This is an optimization exercise on Yosys and OpenROAD, whose aim is small area, not a production implementation. In this exercise RTL edits were held to simulation tests only and were not proved equivalent to the original. Power is estimated from default activity; no workload was simulated.

==> flow/design.v <==
module clkgen (clk, rst, tick, ft, p0, p1, p2, p122, p126, p247);
    input clk, rst;
    output wire tick;
    output wire ft;      
    output wire p0, p1, p2, p122, p126, p247;
    reg [7:0] ph;
    reg [6:0] ms;
    function [7:0] phnext;
        input [7:0] s;
        phnext = {s[6:0], s[7] ^ s[5] ^ s[4] ^ s[3]};
    endfunction
    function [6:0] msnext;
        input [6:0] s;
        msnext = {s[5:0], s[6] ^ s[5]};
    endfunction
    localparam [7:0] PH0 = 8'h01;
    localparam [6:0] MS0 = 7'h01;
    wire r100k = (ph == PH(249));
    assign tick = r100k && (ms == MS(49));
    assign p0 = (ph == PH(0));
    assign ft = p0 && (ms == MS(50));
    assign p1 = (ph == PH(1));
    assign p2 = (ph == PH(2));
    assign p122 = (ph == PH(122));
    assign p126 = (ph == PH(126));
    assign p247 = (ph == PH(247));
    always @(posedge clk or negedge rst)
    begin
        if(!rst) begin
            ph <= PH(125);
            ms <= MS0;
        end
        else begin
            ph <= r100k ? PH0 : phnext(ph);
            if(r100k)
                ms <= (ms == MS(99)) ? MS0 : msnext(ms);
        end
    end
    function [7:0] PH;
        input integer k;
        integer i;
        begin
            PH = PH0;
            for(i = 0; i < k; i = i + 1)
                PH = phnext(PH);
        end
    endfunction
    function [6:0] MS;
        input integer k;
        integer i;
        begin
            MS = MS0;
            for(i = 0; i < k; i = i + 1)
                MS = msnext(MS);
        end
    endfunction
endmodule
module siggen (clk, en, rst, npl, zero, runup, start, startRise, nrun, rdown);
    input clk, en, rst;
    input wire [2:0] npl;
    output reg zero;
    output reg runup;
    output reg start;
    output wire startRise;
    output wire [2:0] nrun;
    output wire rdown;       
    reg rd;
    reg [4:0] tmpct;      
    reg [2:0] nplDiv;
    wire idle = !start && !runup && !rd && !zero;
    wire last = (nplDiv == npl);
    function [4:0] tnext;
        input [4:0] s;
        tnext = {s[3:0], s[4] ^ s[2]};
    endfunction
    localparam [4:0] T0 = 5'h01;
    function [4:0] T;
        input integer k;
        integer i;
        begin
            T = T0;
            for(i = 0; i < k; i = i + 1)
                T = tnext(T);
        end
    endfunction
    assign startRise = en && idle;
    assign nrun = nplDiv;
    assign rdown = rd;
    always @(posedge clk or negedge rst)
    begin
        if(!rst) begin
            zero <= 1'b0;
            runup <= 1'b0;
            start <= 1'b0;
            rd <= 1'b0;
        end
        else if(en) begin
            start <= idle;
            runup <= (start || runup) && !last;
            rd <= (start || runup) && last;
            zero <= rd || (zero && tmpct != T(4));
        end
    end
    always @(posedge clk)
    begin
        if(en) begin
            if(idle) begin
                tmpct <= T0;
                nplDiv <= 3'd0;
            end
            else if(rd)
                tmpct <= T0;
            else if(tmpct == T(19)) begin
                tmpct <= T0;
                nplDiv <= nplDiv + 3'd1;
            end
            else
                tmpct <= tnext(tmpct);
        end
    end
endmodule
module pwmgen (clk, rst, enable, mode, p0, p2, p122, p126, p247, pwm, modest);
    input clk, rst, enable, mode;
    input wire p0, p2, p122, p126, p247;   
    output reg pwm;
    output reg modest;
    always @(posedge clk or negedge rst)
    begin
        if(!rst)
            pwm <= 1'b0;
        else if(enable) begin
            if(modest ? p2 : p122)
                pwm <= 1'b1;
            else if(modest ? p247 : p126)
                pwm <= 1'b0;
        end
    end
    always @(posedge clk)
    begin
        if(!enable || p0)
            modest <= mode;
    end
endmodule
module spi (
    stpwmNB,stpwmPA,stpwmPB,strundown,stN64,stP8,stN1,valid,sck,cs,miso,mosi,error,msclk,nplc,rst
);
    parameter W = 14;
    input wire [W-1:0] stpwmNB;
    input wire [W-1:0] stpwmPA;
    input wire [W-1:0] stpwmPB;
    input wire [11:0] strundown;
    input wire [7:0]  stN64;
    input wire [7:0]  stP8;
    input wire [7:0]  stN1;
    input wire valid;        
    input wire [2:0]  error;
    input wire sck;
    input wire cs;
    input wire msclk;
    input wire rst;
    output reg miso;
    output reg [2:0] nplc;
    input wire mosi;
    reg sck1,sck2, cs1, cs2;
    wire sckPosedge;
    wire csEdge;
    reg [2:0] status;
    reg [4:0] counter;
    reg [31:0] tmp;      
    parameter            IDLE   = 3'd0 ;
    parameter            NA   = 3'd1 ;
    parameter            NB  = 3'd2 ;
    parameter            PA  = 3'd3 ;
    parameter            PB  = 3'd4 ;
    parameter            RD  = 3'd5 ;
    parameter            OTHER  = 3'd6 ;
    assign sckPosedge = sck1 && !sck2;
    assign csEdge = !cs1 && cs2;
    wire isNA = (status == NA);
    wire wend = (counter == 5'd31);
    wire selNB = wend && isNA && valid;
    wire selPA = wend && (status == NB) && valid;
    wire selPB = wend && (status == PA) && valid;
    wire selE  = wend && (status == PB);
    wire selRD = selE && valid;
    wire selOT = wend && (status == RD) && valid;
    wire [31:0] nextw = ({32{selNB}} & {{(32-W){1'b0}}, stpwmNB})
                      | ({32{selPA}} & {{(32-W){1'b0}}, stpwmPA})
                      | ({32{selPB}} & {{(32-W){1'b0}}, stpwmPB})
                      | ({32{selE}}  & {1'b0, error, 28'b0})
                      | ({32{selRD}} & {4'b0, strundown, stN64, stP8})
                      | ({32{selOT}} & {stN1, 24'b0});
    wire [31:0] shifted = {tmp[30:0], mosi && isNA} & {32{!(isNA && wend)}};
    always @(posedge msclk) begin
        if(sckPosedge)
            tmp <= shifted | nextw;
    end
    always @(posedge msclk) begin
        sck1 <= sck;
        sck2 <= sck1;
        cs1 <= cs;
        cs2 <= cs1;
        if(!rst) begin
            nplc <= 3'd2;
            counter <= 5'b0;
            status <= IDLE;
            miso <= 1'b0;
        end
        else begin
            if(cs) begin
                counter <= 5'b0;
                status <= IDLE;
                miso <= 1'b0;
            end
            else begin
                if(csEdge) begin
                    status <= NA;
                    miso <= 1'b0;
                end
                else if (sckPosedge) begin
                    counter <= counter + 5'b1;
                    miso <= isNA ? wend : tmp[31];
                    if(isNA && (counter == 5'd16) && tmp[15] && !tmp[10])
                        nplc <= tmp[2:0];
                    if(wend)
                        case(status)
                            NA: status <= NB;
                            NB: status <= PA;
                            PA: status <= PB;
                            PB: status <= RD;
                            RD: status <= OTHER;
                            default: status <= NA;
                        endcase
                    if(status == IDLE) begin
                        counter <= 5'b0;
                        status <= NA;
                        miso <= 1'b0;
                    end
                end
            end
        end
    end
endmodule
module main (clk, rst, zeroLevel, mediaLevel, highLevel ,sp512, sn512, sn64, sp8, sn1, sinput, szero,sck,cs,miso,mosi);
    input clk, rst, zeroLevel, mediaLevel, highLevel;
    output wire sp512, sn512, sinput, szero;
    output reg sn64,sp8, sn1;
    input wire sck;
    input wire cs;
    output wire miso;
    input wire mosi;
    localparam W = 14;
    wire p0, p1, p2, p122, p126, p247;
    wire tick;
    wire ft;
    wire ru;
    reg act;
    reg rundownreg;
    wire sRD  = act && rundownreg;
    wire sN64 = act && sn64;
    wire sP8  = act && sp8;
    wire sN1  = act && sn1;
    wire start;
    wire isrunup;
    wire runupw;
    wire modestN, modestP;
    wire rdown;
    reg [W-1:0] pwmNB, pwmPB;
    wire [2:0] nrun;
    reg [2:0] stNrun;
    reg [W-1:0] stpwmNB, stpwmPB;
    reg [11:0] strundown;
    reg [7:0]  stN64;
    reg [7:0]  stP8;
    reg [7:0]  stN1;
    reg [11:0] trundown;
    reg [7:0]  tN64;
    reg [7:0]  tP8;
    reg [7:0]  tN1;
    reg [2:0]  error;
    wire [2:0] nplc;
    wire sgrundown;
    wire startRise;
    reg [1:0] vcnt;
    wire valid = vcnt[1];
    wire [W-1:0] stpwmPA;
    function [W-1:0] tfun;
        input [2:0] n;
        integer i, j;
        reg [W-1:0] t;
        begin
            for(i = 0; i < W; i = i + 1) begin
                tfun[i] = 1'b0;
                for(j = 0; j < 8; j = j + 1) begin
                    t = j * 2000;
                    if(t[i] && n == j)
                        tfun[i] = 1'b1;
                end
            end
        end
    endfunction
    wire [W-1:0] nruns = tfun(stNrun);
    genvar gi;
    wire [W:0] brw;
    assign brw[0] = 1'b0;
    generate
        for(gi = 0; gi < W; gi = gi + 1) begin : sub
            assign stpwmPA[gi] = nruns[gi] ^ stpwmPB[gi] ^ brw[gi];
            assign brw[gi+1] = (!nruns[gi] && (stpwmPB[gi] || brw[gi])) || (stpwmPB[gi] && brw[gi]);
        end
    endgenerate
    assign ru = (start && !ft) || sinput || (rdown && (ft || nrun == 3'd0))
              || (szero && ft && nrun == 3'd0);
    assign isrunup = ru;
    assign sp512 = isrunup? runupw: rundownreg;
    assign sgrundown = rdown && (nrun != 3'd0);
    clkgen tb0(.clk(clk), .rst(rst), .tick(tick), .ft(ft), .p0(p0), .p1(p1), .p2(p2), .p122(p122), .p126(p126), .p247(p247));
    siggen gen(.clk(clk),.en(tick),.rst(rst),.npl(nplc),.zero(szero),.runup(sinput),.start(start),.startRise(startRise),.nrun(nrun),.rdown(rdown));
    pwmgen pwmN(.clk(clk), .rst(rst), .enable(sinput), .mode(!mediaLevel), .p0(p0), .p2(p2), .p122(p122), .p126(p126), .p247(p247), .pwm(sn512), .modest(modestN));
    pwmgen pwmP(.clk(clk), .rst(rst), .enable(sinput), .mode(highLevel), .p0(p0), .p2(p2), .p122(p122), .p126(p126), .p247(p247), .pwm(runupw), .modest(modestP));
    spi aaa(.stpwmNB(stpwmNB), .stpwmPA(stpwmPA), .stpwmPB(stpwmPB), .strundown(strundown),
            .stN64(stN64), .stP8(stP8), .stN1(stN1), .valid(valid), .sck(sck), .cs(cs),.mosi(mosi), .miso(miso), .error(error), .nplc(nplc), .msclk(clk), .rst(rst));
    always @(posedge clk or negedge rst)
    begin
        if(!rst)
            vcnt <= 2'b0;
        else if(startRise)
            vcnt <= {vcnt[1] | vcnt[0], 1'b1};
    end
    wire pev = sinput && p1;
    always @(posedge clk)
    begin
        if(start) begin
            pwmNB <= {W{1'b0}};
            pwmPB <= {W{1'b0}};
        end
        else begin
            pwmNB <= pwmNB + (pev && modestN);
            pwmPB <= pwmPB + (pev && modestP);
        end
    end
    always @(posedge clk)
    begin
        if(startRise) begin
            stpwmNB <= pwmNB;
            stpwmPB <= pwmPB;
            stNrun <= nrun;
            strundown <= trundown;
            stN64 <= tN64;
            stP8 <= tP8;
            stN1 <= tN1;
        end
    end
    wire live = !szero;
    wire goRD     = live && ru && sgrundown;
    wire rdCount  = live && sRD && zeroLevel && (trundown != 12'd4095);
    wire n64Enter = live && sRD && !zeroLevel;
    wire n64Count = live && sN64 && !zeroLevel && (trundown != 12'd255);
    wire p8Enter  = live && sN64 && zeroLevel;
    wire p8Count  = live && sP8 && zeroLevel && (trundown != 12'd255);
    wire n1Enter  = live && sP8 && !zeroLevel;
    wire n1Count  = live && sN1 && !zeroLevel && (trundown != 12'd255);
    always @(posedge clk)
    begin
        if(goRD) begin
            trundown <= 12'b1;
            tN64 <= 8'b0;
            tP8 <= 8'b0;
            tN1 <= 8'b0;
        end
        else begin
            trundown <= trundown + rdCount;
            tN64 <= tN64 + (n64Enter || n64Count);
            tP8 <= tP8 + (p8Enter || p8Count);
            tN1 <= tN1 + (n1Enter || n1Count);
        end
    end
    always @(posedge clk or negedge rst)
    begin
        if(!rst) begin
            act <= 1'b0;
            sn64 <= 1'b0;
            sp8 <= 1'b0;
            sn1 <= 1'b0;
            rundownreg  <= 1'b1;
            error <= 3'b0;
        end
        else if(szero) begin
            sn1 <= 1'b0;
            sp8 <= 1'b0;
            sn64 <= 1'b0;
            rundownreg <= 1'b0;
            act <= 1'b0;
        end
        else begin
            if(ru && sgrundown) begin
                rundownreg  <= 1'b1;
                act <= zeroLevel;
                error <= zeroLevel ? 3'd0 : 3'd1;
            end
            if(sRD) begin
                if(zeroLevel) begin
                    if(trundown == 12'd4095) begin
                        error <= 3'd2;
                        act <= 1'b0;
                    end
                end
                else begin
                    rundownreg  <= 1'b0;
                    sn64 <= 1'b1;
                end
            end
            if(sN64) begin
                if(!zeroLevel) begin
                    if(trundown == 12'd255) begin
                        error <= 3'd3;
                        act <= 1'b0;
                    end
                end
                else begin
                    sn64  <= 1'b0;
                    sp8 <= 1'b1;
                end
            end
            if(sP8) begin
                if(zeroLevel) begin
                    if(trundown == 12'd255) begin
                        error <= 3'd4;
                        act <= 1'b0;
                    end
                end
                else begin
                    sp8  <= 1'b0;
                    sn1 <= 1'b1;
                end
            end
            if(sN1) begin
                if(!zeroLevel) begin
                    if(trundown == 12'd255) begin
                        error <= 3'd5;
                        act <= 1'b0;
                    end
                end
                else begin
                    sn1  <= 1'b0;
                    act <= 1'b0;
                end
            end
        end
    end
endmodule
==> flow/flow/run.sh <==
#!/bin/bash
# Layout: the standard flow (standard.sh, standard synthesis unchanged)
# with settings of its own, passed to ORFS through the environment:
#  - clock tree synthesis: no dummy loads, clkbuf_16 leaf buffers, small
#    root and tree buffers (the design has large timing slack)
#  - port buffering: every input and output port still gets a buffer, a buf_1
# The make output goes to standard.log here; ORFS keeps its per-step logs
# under orfs/logs.
set -euo pipefail
export CTS_ARGS="-sink_clustering_enable -repair_clock_nets -dont_use_dummy_load -sink_clustering_size 30 -sink_clustering_max_diameter 100 -buf_list sky130_fd_sc_hd__clkbuf_16 -root_buf sky130_fd_sc_hd__clkbuf_2 -tree_buf sky130_fd_sc_hd__clkbuf_2"
export BUFFER_PORTS_ARGS="-buffer_cell sky130_fd_sc_hd__buf_1"
bash standard.sh > standard.log 2>&1
==> flow/standard.sh <==
#!/bin/bash
# synth_recipe.tcl (not shown) runs the flow's synth.tcl, then flattens the netlist and writes it again
# the make line also repeats each setting of config.mk as NAME=value (left out here)
make -C /OpenROAD-flow-scripts/flow DESIGN_CONFIG=/design/flow/config.mk WORK_HOME=/design/flow/orfs CLKGATE_MAP_FILE= SYNTH_SCRIPT=/design/flow/synth_recipe.tcl "${@:-finish}"
==> flow/config.mk <==
export PLATFORM = sky130hd
export DESIGN_NAME = main
export DESIGN_NICKNAME = main
export VERILOG_FILES = /design/flow/design.v
export SDC_FILE = /design/flow/constraint.sdc
export NUM_CORES = 4
export LEC_CHECK = 0
export CAP_MARGIN = 20
export CORE_MARGIN = 2
export CORE_UTILIZATION = 60
export SLEW_MARGIN = 20
==> flow/constraint.sdc <==
create_clock -name core_clock -period 10.0 [get_ports {clk}]
set_input_delay 2.0000 -clock core_clock [delete_from_list [all_inputs] [get_ports {clk}]]
set_output_delay 2.0000 -clock core_clock [all_outputs]
set_load 0.01 [all_outputs]
==> run notes <==
Run status
The run finished with no timing, DRC or antenna violations.

Yosys
The number of flops mapped to enable cells by yosys is 109. Among all flip-flop cells after synthesis, the most frequent one is sky130_fd_sc_hd__edfxtp_1. Yosys attributes the largest share of cell area to sky130_fd_sc_hd__edfxtp_1 (35%), sky130_fd_sc_hd__dfxtp_1 (17%), sky130_fd_sc_hd__dfrtp_1 (7.0%). The cell area that synthesis handed to floorplanning was 0.00929 sq mm.

After synthesis the netlist holds a flip-flop and latch count of 220. The number of instances in the synthesized netlist is about 780. Summed over all instances, the cell type with the most area after synthesis is sky130_fd_sc_hd__edfxtp_1. Counting every net in the synthesized netlist gives 820. The synthesized area divided by synthesized cell count is ~12 sq um.

The share of flip-flops with an asynchronous set or reset is 0.141. Yosys printed 5 warnings. The distinct cell type count of the synthesized netlist is just under 60. The sequential fraction of the synthesis area is 0.609. The share of synthesized area in the top cell type comes to 0.352.

Worst hold path
In this run the worst hold path is classified as flop to flop.

Global routing
The via count of the first global-routing pass is around 5700. The maximum number of pins on one net before global-route repair is 51. The number of antenna violations at the first check in global routing is 1. The global-route wire length before repair is between 20000 and 30000 um. The global-route congestion overflow total is 0. For this run, the total global-route usage over all layers was measured as 0.218.

Timing
Summed over all failing endpoints, the final setup total negative slack is 0 ns. The worst path meets setup with 4.66 ns of slack. The final-report hold violation count is 0.

The worst slew slack as a fraction of its limit is 0.325. Setup repair after global routing left no endpoint under its margin. On the final layout, the worst hold slack is 0.357 ns. The transition time at the pin with the least slew margin is just over 1 ns. For the final database, setup skew stands at about 0.075 ns. The final critical-path required period is roughly 5.3 ns. The fmax is between 0.15 and 0.2 GHz. In the finished design, the share of the clock period the worst path needs comes to 0.534. The total setup violations reported at the end of the flow is 0. The final max-slew violation count is 0.

Cells and area
Compared with the post-synthesis result, the final layout area differs by 4.90%. The post-layout instance count excluding filler cells is just under 1000. After routing the design area is 0.00974 sq mm. The library cell used most frequently in the layout, excluding fill and tap cells, is sky130_fd_sc_hd__edfxtp_1. The net count of the finished layout is 818. The proportion of layout cells with a drive suffix above 1 is 0.0539. The library cells used most frequently in the layout, excluding fill and tap cells, are sky130_fd_sc_hd__edfxtp_1 (109), sky130_fd_sc_hd__dfxtp_1 (80), sky130_fd_sc_hd__nor2_1 (76), sky130_fd_sc_hd__nand2_1 (48), sky130_fd_sc_hd__xor2_1 (40).

The utilization of the core after routing is 0.643.

Critical path
Traced cell by cell, the critical path runs through inv_1 -> ha_1 -> ha_1 -> ha_1 -> inv_1 -> fa_1 -> inv_1 -> fa_1 -> inv_1 -> fa_1 -> fa_1 -> fa_1 -> fa_1 -> fa_1 -> fa_1 -> inv_1 -> fa_1 -> a222oi_1 -> nand2_1. The kind of end point of the critical path is a flop. Counting stages on the worst path, the most repeated cell is sky130_fd_sc_hd__fa_1. STA classifies the critical path startpoint as a flop. On the worst path, the slowest cell contributes a delay of approximately 0.43 ns. Data on the critical path arrives at its endpoint at about 5.7 ns. The largest individual stage delay along the critical path comes from the cell sky130_fd_sc_hd__fa_1. The data required time at the worst endpoint is ~10 ns.

The classification of the worst setup path is flop to flop. Along the worst path, the maximum fanout reaches 2.

Detailed routing
In this run, the number of DRC markers left after iteration 0 of detailed routing was about 460. Once detail routing completed, the nets flagged for antenna violations numbered 0. The first TritonRoute pass finished after 7 iterations. In the final routed layout, each cell accounts on average for roughly 18 um. Dividing the detail-routed via count by the number of cells gives 6.02. The detailed router placed just under 6000 vias in this run. Wires add up to 17300 um.

The remaining design rule violation count is 0.

Run
Max-cap violations in this run came to 0.

Floorplanning
The total number of placement rows is 45. The vertical die dimension is about 130 um. The I/O pin total is 16.

The initial core utilization is 0.613. The total area inside the core boundary comes to about 0.015 sq mm. The die boundary width is ~130 um. The die outline area is around 0.016 sq mm.

Place
In this run, placement finished with an instance count of 955. Once placement finished, the instance area stood at ~0.0095 sq mm. The number of port buffers is 15. Routability-driven placement finished with a final weighted congestion of 0.820. The worst setup slack after placement is 4.64 ns. Detailed placement ended at an HPWL of 11900 um.

Clock network
The post-CTS resize count is 0. Counting the buffers created by CTS gives 11. After clock tree synthesis, the clock-pin slew on the worst setup and hold paths is about 0.11 ns. The buffer levels on the longest clock path is 3. The number of buffers inserted to repair setup after CTS is 0. Clock latency on the worst-skew pair, taken at its later pin, is between 0.6 and 0.7 ns. The number of clock sinks is 220. The clock tree root buffer cell is sky130_fd_sc_hd__clkbuf_2. The hold-fix buffer count after cts is 0.

CTS built an H-tree with a depth of 1. The clock tree from TritonCTS is built.

Pwr
Power spread over the standard cell area amounts to roughly 140 mW/mm^2. The peak ir drop on the vdd network is approximately 0.13 mV. The leakage dissipation is 3.65 nW. The design draws about 1.4 mW.
-- cells in the mapped netlist, types with 3 or more instances --
master                     number
sky130_fd_sc_hd__edfxtp_1     109
sky130_fd_sc_hd__dfxtp_1       80
sky130_fd_sc_hd__nor2_1        76
sky130_fd_sc_hd__nand2_1       49
sky130_fd_sc_hd__xor2_1        40
sky130_fd_sc_hd__nand3_1       32
sky130_fd_sc_hd__inv_1         31
sky130_fd_sc_hd__clkbuf_1      28
sky130_fd_sc_hd__dfrtp_1       26
sky130_fd_sc_hd__a21oi_1       23
sky130_fd_sc_hd__o21ai_0       23
sky130_fd_sc_hd__nor2b_1       22
sky130_fd_sc_hd__xnor2_1       22
sky130_fd_sc_hd__ha_1          20
sky130_fd_sc_hd__a22o_1        19
sky130_fd_sc_hd__and3_1        16
sky130_fd_sc_hd__a22oi_1       13
sky130_fd_sc_hd__and2_1        13
sky130_fd_sc_hd__a222oi_1      12
sky130_fd_sc_hd__nand2b_1      12
sky130_fd_sc_hd__nand4_1       11
sky130_fd_sc_hd__nor3_1        10
sky130_fd_sc_hd__fa_1           9
sky130_fd_sc_hd__mux2i_1        8
sky130_fd_sc_hd__a221o_1        7
sky130_fd_sc_hd__nor4_1         7
sky130_fd_sc_hd__buf_2          6
sky130_fd_sc_hd__dfstp_2        5
sky130_fd_sc_hd__mux2_2         5
sky130_fd_sc_hd__or3_1          5
sky130_fd_sc_hd__a211oi_1       4
sky130_fd_sc_hd__and4_1         3
sky130_fd_sc_hd__nor3b_1        3
sky130_fd_sc_hd__nor4b_1        3
sky130_fd_sc_hd__or2_2          3
-- kinds of logic (layout without fill, tap and decap cells) --
logic type / count (synthesis) / after routing / synth area share
other cells: 0 / 1 / 0
buf+inv: 66 / 62 / 0.0275
flops: 220 / 220 / 0.609
fa+ha+maj: 29 / 29 / 0.0463
mux: 13 / 13 / 0.0147
xor+xnor: 62 / 62 / 0.0585
simple gates: 277 / 277 / 0.154
compound gates: 116 / 116 / 0.0900
-- final cells by class --
type | count | area (sq um)
inverters | 31 | 116
fillers | 1176 | 5400
flip-flops and latches | 220 | 5660
diodes | 1 | 2.50
well taps | 188 | 235
repair buffers | 20 | 103
multi-input cells | 497 | 3410
clock buffers | 11 | 215
-- final timing paths --
check,from,end,slack [ns],cells after the start
max,stpwmPB[0],aaa.tmp[12],4.66,19
min reg2reg,aaa.cs1,aaa.cs2,0.36,0
max reg2reg,stpwmPB[0],aaa.tmp[12],4.66,19
min,aaa.cs1,aaa.cs2,0.36,0
min in group asynchronous,rst,error[1],1.41,1
max in group asynchronous,rst,vcnt[0],8.03,1
-- flip-flops by register name (all words and copies together) (netlist names), 8 cells and up --
name / flops
aaa.tmp: 32
pwmNB: 14
pwmPB: 14
stpwmNB: 14
stpwmPB: 14
strundown: 12
trundown: 12
stN1: 8
stN64: 8
stP8: 8
tN1: 8
tN64: 8
tP8: 8
tb0.ph: 8
-- critical path, delay by kind of cell (launching register included) --
family | cells | cell delay, ns
AOI/OAI and AO/OA | 1 | 0.32
buffers and inverters | 5 | 0.34
DFF | 1 | 0.42
and+or+nand+nor | 1 | 0.09
adders and majority gates | 12 | 3.93
-- routing by layer --
layer	share of wire	track usage	vias up
met5	0	0	-
met4	0.018	0.0511	0
met3	0.036	0.0254	24
met2	0.48	0.364	111
met1	0.46	0.310	2900
li1	-	-	2795
-- power breakdown --
group          internal (mW)  switching [mW]  total, mW
sequential             0.948         0.00347      0.951
combinational        0.00699          0.0111     0.0181
clock                  0.149           0.251      0.401

-- afterwards: timing with drivers on the ports --
No port has a modelled driver above. Below, the same layout with a new extraction and two added sets of constraints. Step 1: set_driving_cell puts a clkbuf_16 on clk and a buf_2 on each other input, an assumption about the parent block. Step 2, shift: input delay + t, output delay - t, t = (earliest + latest rising clock arrival at the registers) / 2. This alone moves slack from input paths to output paths. Slacks: no drivers / after step 1 / after step 2; pairs: no drivers / after step 1.
t (ns): 0.663
slack for setup (ns): 4.661 / 4.661 / 4.661
worst setup path at the end: register to register
clock arrival spread, ns: 0.075 / 0.075
After both steps this run still meets setup and hold. For this run, drivers alone change the setup slack by 0.000 ns; drivers and shift together by 0.000 ns.
